From an optimization exercise on the open Yosys and OpenROAD flow, aimed at small area and a short achievable clock period; shortcuts taken in it are not production practice. Function was checked by simulation only, so behaviour that the tests miss may differ from the original.

==> 08-25 <==
## resize_datapath
module resize_datapath (
  clk,
  reset_n,
  enable,
  data_in1,
  data_in2,
  scale,
  data_out
);
  input wire [15:0] data_in1, data_in2, scale;
  input wire clk, reset_n, enable;
  output reg [15:0] data_out;
  wire [15:0] fsum;
  wire        z1, s1, h1, z2, s2, h2;
  wire [4:0]  p1, p2;
  wire [9:0]  q1, q2;
  wire [9:0] sx;
  wire [4:0] se;
  wire       zs;
  Multiply           m1 (.a(data_in2), .b(scale), .z(z1), .s(s1), .ep(p1), .h(h1), .m(q1));
  sub_float          sf (.b(scale[14:0]), .x(sx), .se(se), .zs(zs));   
  Multiply_one_minus m2 (.a(data_in1), .x(sx), .se(se), .zs(zs),
                         .z(z2), .s(s2), .ep(p2), .h(h2), .m(q2));
  add_float          af (.za(z1), .sa(s1), .pa(p1), .ha(h1), .ma(q1),
                         .zb(z2), .sb(s2), .pb(p2), .hb(h2), .mb(q2), .c(fsum));
  always @(posedge clk or negedge reset_n) begin
    if (~reset_n)
      data_out <= 16'd0;
    else if (enable)
      data_out <= fsum;
  end
endmodule
==> module add_float, before the edit <==
module add_float (za, sa, pa, ha, ma, zb, sb, pb, hb, mb, c);
  input        za, sa, ha, zb, sb, hb;
  input  [4:0] pa, pb;
  input  [9:0] ma, mb;
  output [15:0] c;
  wire        s1 = ~za & sa;
  wire        s2 = ~zb & sb;
  wire        h1 = ~za & ha;
  wire        h2 = ~zb & hb;
  wire [4:0]  p1 = za ? 5'd0 : pa;
  wire [4:0]  p2 = zb ? 5'd0 : pb;
  wire [9:0]  m1 = za ? 10'd0 : ma;
  wire [9:0]  m2 = zb ? 10'd0 : mb;
  wire [4:0]  e1 = p1 + {4'd0, h1};
  wire [4:0]  e2 = p2 + {4'd0, h2};
  wire l;
  float_larger fl (.sa(s1), .ea(e1), .sb(s2), .eb(e2), .isLarger(l));
  wire        sx = l ? s1 : s2;
  wire        sy = l ? s2 : s1;
  wire [4:0]  ex = l ? e1 : e2;
  wire [9:0]  mx = l ? m1 : m2;
  wire [9:0]  my = l ? m2 : m1;
  wire [4:0]  da = e1 - e2;
  wire [4:0]  db = e2 - e1;
  wire [10:0] ys = align({1'b1, my}, l ? da : db);
  wire [11:0] s = ({2'b01, mx} ^ {12{sx}}) + ({1'b0, ys} ^ {12{sy}})
                  + {10'd0, sx, sy & ~sx};
  reg  [3:0]  lz;
  integer i;
  always @* begin
    lz = 4'd0;
    for (i = 0; i <= 10; i = i + 1)
      if (s[i]) lz = 4'd10 - i[3:0];
  end
  wire [10:0] sn = s[10:0] << lz;
  wire zero = (s == 12'd0);
  assign c[15]    = sx;
  assign c[14:10] = s[11] ? ex + 5'd1 :
                    zero  ? 5'd0 : ex - {1'b0, lz};
  assign c[9:0]   = s[11] ? 10'd0 : sn[9:0];
  function [10:0] align(input [10:0] mm, input [4:0] sh);
    reg [10:0] t;
    begin
      t = sh[0] ? {1'd0, mm[10:1]} : mm;
      t = sh[1] ? {2'd0, t[10:2]} : t;
      t = sh[2] ? {4'd0, t[10:4]} : t;
      t = sh[3] ? {8'd0, t[10:8]} : t;
      align = sh[4] ? 11'd0 : t;
    end
  endfunction
endmodule
Settings: LEC_CHECK=0, ABC_AREA=1, CAP_MARGIN=20, CORE_MARGIN=2, CORE_UTILIZATION=40, PLACE_DENSITY=0.6, SETUP_SLACK_MARGIN=5, SLEW_MARGIN=20, SYNTH_HIERARCHICAL=1, SYNTH_MINIMUM_KEEP_SIZE=0; clock period 25.0 ns.
standard.sh (not shown) runs the stock make flow with config.mk's settings and CLKGATE_MAP_FILE= SYNTH_SCRIPT=/design/flow/synth_recipe.tcl, a recipe that flattens the netlist after the stock synthesis.
==> flow/flow/run.sh <==
#!/bin/bash
# Own layout flow:
#  1. the standard synthesis (bash standard.sh synth);
#  2. the logic between the registers and the full-adder cells is mapped
#     again by ABC for area (registers and full adders kept as they are);
#  3. the standard layout from the floorplan on, except that the delay
#     cells may not be used (so the port buffers are plain buffers); the
#     platform's own don't-use cells stay don't-use.
# Each tool's output goes to a log file of its own here (flow_*.log).
set -euo pipefail
W=$(pwd)
R=$W/orfs/results/$FLOW_PLATFORM/resize_datapath/base
YOSYS=$FLOW_HOME/../tools/install/yosys/bin/yosys
LIB=$FLOW_HOME/platforms/sky130hd/lib/sky130_fd_sc_hd__tt_025C_1v80.lib

bash standard.sh synth > "$W/flow_synth.log" 2>&1
cp "$R/1_2_yosys.v" "$W/standard_1_2_yosys.v"

DL="sky130_fd_sc_hd__clkdlybuf4s15_1 sky130_fd_sc_hd__clkdlybuf4s15_2 sky130_fd_sc_hd__clkdlybuf4s18_1 sky130_fd_sc_hd__clkdlybuf4s18_2 sky130_fd_sc_hd__clkdlybuf4s25_1 sky130_fd_sc_hd__clkdlybuf4s25_2 sky130_fd_sc_hd__clkdlybuf4s50_1 sky130_fd_sc_hd__clkdlybuf4s50_2 sky130_fd_sc_hd__dlygate4sd1_1 sky130_fd_sc_hd__dlygate4sd2_1 sky130_fd_sc_hd__dlygate4sd3_1 sky130_fd_sc_hd__dlymetal6s2s_1 sky130_fd_sc_hd__dlymetal6s4s_1 sky130_fd_sc_hd__dlymetal6s6s_1"
PLAT=$(sed -n '/^export DONT_USE_CELLS/,/^[^ ]/p' "$FLOW_HOME/platforms/sky130hd/config.mk" | grep -o 'sky130_fd_sc_hd__[A-Za-z0-9_]*' | tr '\n' ' ')
DONT_ALL="$DL $PLAT"
# ABC may not use the don't-use cells, nor the multi-output adder cells
ABC_DONT=$(for c in $DONT_ALL sky130_fd_sc_hd__fa_1 sky130_fd_sc_hd__fa_2 sky130_fd_sc_hd__fa_4 sky130_fd_sc_hd__fah_1 sky130_fd_sc_hd__fahcin_1 sky130_fd_sc_hd__fahcon_1 sky130_fd_sc_hd__ha_1 sky130_fd_sc_hd__ha_2 sky130_fd_sc_hd__ha_4; do printf -- "-dont_use $c "; done)
printf 'set_driving_cell sky130_fd_sc_hd__buf_1\nset_load 5\n' > "$W/resyn.constr"
echo 'strash; dch; map -a; topo; stime -c; upsize -c; dnsize -c' > "$W/resyn.abc"
cat > "$W/resyn.ys" <<EOS
read_liberty -ignore_miss_func $LIB
blackbox sky130_fd_sc_hd__fa_1 sky130_fd_sc_hd__fa_2 sky130_fd_sc_hd__fa_4 sky130_fd_sc_hd__dfrtp_1 sky130_fd_sc_hd__dfrtp_2 sky130_fd_sc_hd__dfrtp_4
read_verilog $W/standard_1_2_yosys.v
hierarchy -top $FLOW_TOP
flatten
opt_clean -purge
abc -liberty $LIB -constr $W/resyn.constr -script $W/resyn.abc $ABC_DONT
opt_clean -purge
hilomap -singleton -hicell sky130_fd_sc_hd__conb_1 HI -locell sky130_fd_sc_hd__conb_1 LO
splitnets
opt_clean -purge
write_verilog -noattr -nohex -nodec $W/resyn.v
EOS
"$YOSYS" -s "$W/resyn.ys" > "$W/flow_resyn.log" 2>&1
# read the new netlist back on its own and check it
"$YOSYS" -p "read_liberty -lib $LIB; read_verilog $W/resyn.v; hierarchy -check -top $FLOW_TOP; check -assert -mapped; stat -liberty $LIB" > "$W/flow_resyn_check.log" 2>&1
cp "$W/resyn.v" "$R/1_2_yosys.v"
touch "$R/1_2_yosys.v"

bash standard.sh "DONT_USE_CELLS=$DONT_ALL" SETUP_SLACK_MARGIN=8 finish > "$W/flow_finish.log" 2>&1
==> inputs of 01-04, as changes to 08-25 <==
--- a/flow/design.v
+++ b/flow/design.v
@@ -31,4 +31,6 @@
   wire [10:0] ys = align({1'b1, my}, l ? da : db);
-  wire [11:0] s = ({2'b01, mx} ^ {12{sx}}) + ({1'b0, ys} ^ {12{sy}})
-                  + {10'd0, sx, sy & ~sx};
+  wire [11:0] xp = {2'b01, mx};
+  wire [11:0] xn = ~xp + 12'd1;
+  wire [11:0] ax = sx ? xn : xp;
+  wire [11:0] s  = ax + ({1'b0, ys} ^ {12{sy}}) + {11'd0, sy};
   reg  [3:0]  lz;
--- a/flow/flow/run.sh
+++ b/flow/flow/run.sh
@@ -24,3 +24,3 @@
 printf 'set_driving_cell sky130_fd_sc_hd__buf_1\nset_load 5\n' > "$W/resyn.constr"
-echo 'strash; dch; map -a; topo; stime -c; upsize -c; dnsize -c' > "$W/resyn.abc"
+echo 'strash; balance; dch; map -a; topo; stime -c; upsize -c; dnsize -c' > "$W/resyn.abc"
 cat > "$W/resyn.ys" <<EOS
@@ -45,2 +45,2 @@
 
-bash standard.sh "DONT_USE_CELLS=$DONT_ALL" SETUP_SLACK_MARGIN=8 finish > "$W/flow_finish.log" 2>&1
+bash standard.sh "DONT_USE_CELLS=$DONT_ALL" SETUP_SLACK_MARGIN=7.5 RECOVER_POWER=100 finish > "$W/flow_finish.log" 2>&1
- CORE_UTILIZATION: 40 -> 65
- PLACE_DENSITY: 0.6 -> 0.8
==> notes <==
Of 08-25 and 01-04, 08-25 has the higher worst hold slack (gap 0.0084 ns). Against 08-25, the critical path depth of 01-04 is lower by 4. In sequential cell count, 01-04 and 08-25 do not differ. In 01-04 the final area is lower than in 08-25, by 11%. Of 01-04 and 08-25, 08-25 has the higher setup slack (gap 0.87 ns). Between 01-04 and 08-25, the lower synthesized cell count is in 01-04 (gap 2.5%, measured against 08-25).
==> figures <==
| item | 01-04 | 08-25 |
|---|---|---|
| Tap cell count | 211 | 330 |
| Syn Inst Count | 1469 | 1507 |
| Wire length of the first global-routing pass | 49200 um | 51300 um |
| Die span in x | 129 um | 164 um |
| Number of combinational gates with multiple inputs | 1242 | 1260 |
| Crit Path Max Fanout | 16 | 6 |
| Mean area per synthesized cell | 6.91 sq um | 6.82 sq um |
| Result of the run | finished clean | finished clean |
| Post-Synthesis Net Count | 1701 | 1740 |
| Crit path setup slack, layout | 7.52 ns | 8.40 ns |
| Number of buffer and inverter stages on the critical path | 14 | 16 |
| Non-filler cells in the finished layout | 1772 | 2014 |
| DRT iter0 DRCs | 864 | 770 |

==> separate check: timing with driven ports <==
The results above use ideal ports. As a check the final layouts listed here were re-extracted and re-timed, cells and wires unchanged.
Step 1: set_driving_cell puts a clkbuf_16 on clk and a buf_2 on each other input, an assumption about the parent block.
Step 2 also shifts input and output timing later by t, the mid clock arrival at the registers, as if the neighbouring blocks saw the same clock.
Three values: ideal, step 1, step 2; two values: the first two.
run | t, ns | setup slack, ns | hold slack, ns | worst setup path at the end | cell pins on the clock port's net
08-25 | 0.268 | 8.397 / 8.352 / 8.084 | 0.486 / 0.486 / 0.486 | input to register | 1
01-04 | 0.266 | 7.524 / 7.512 / 7.247 | 0.478 / 0.478 / 0.478 | input to register | 1
After both steps every run listed still meets setup and hold. For 08-25, which loses most, drivers alone change the setup slack by -0.045 ns; drivers and shift together by -0.313 ns.
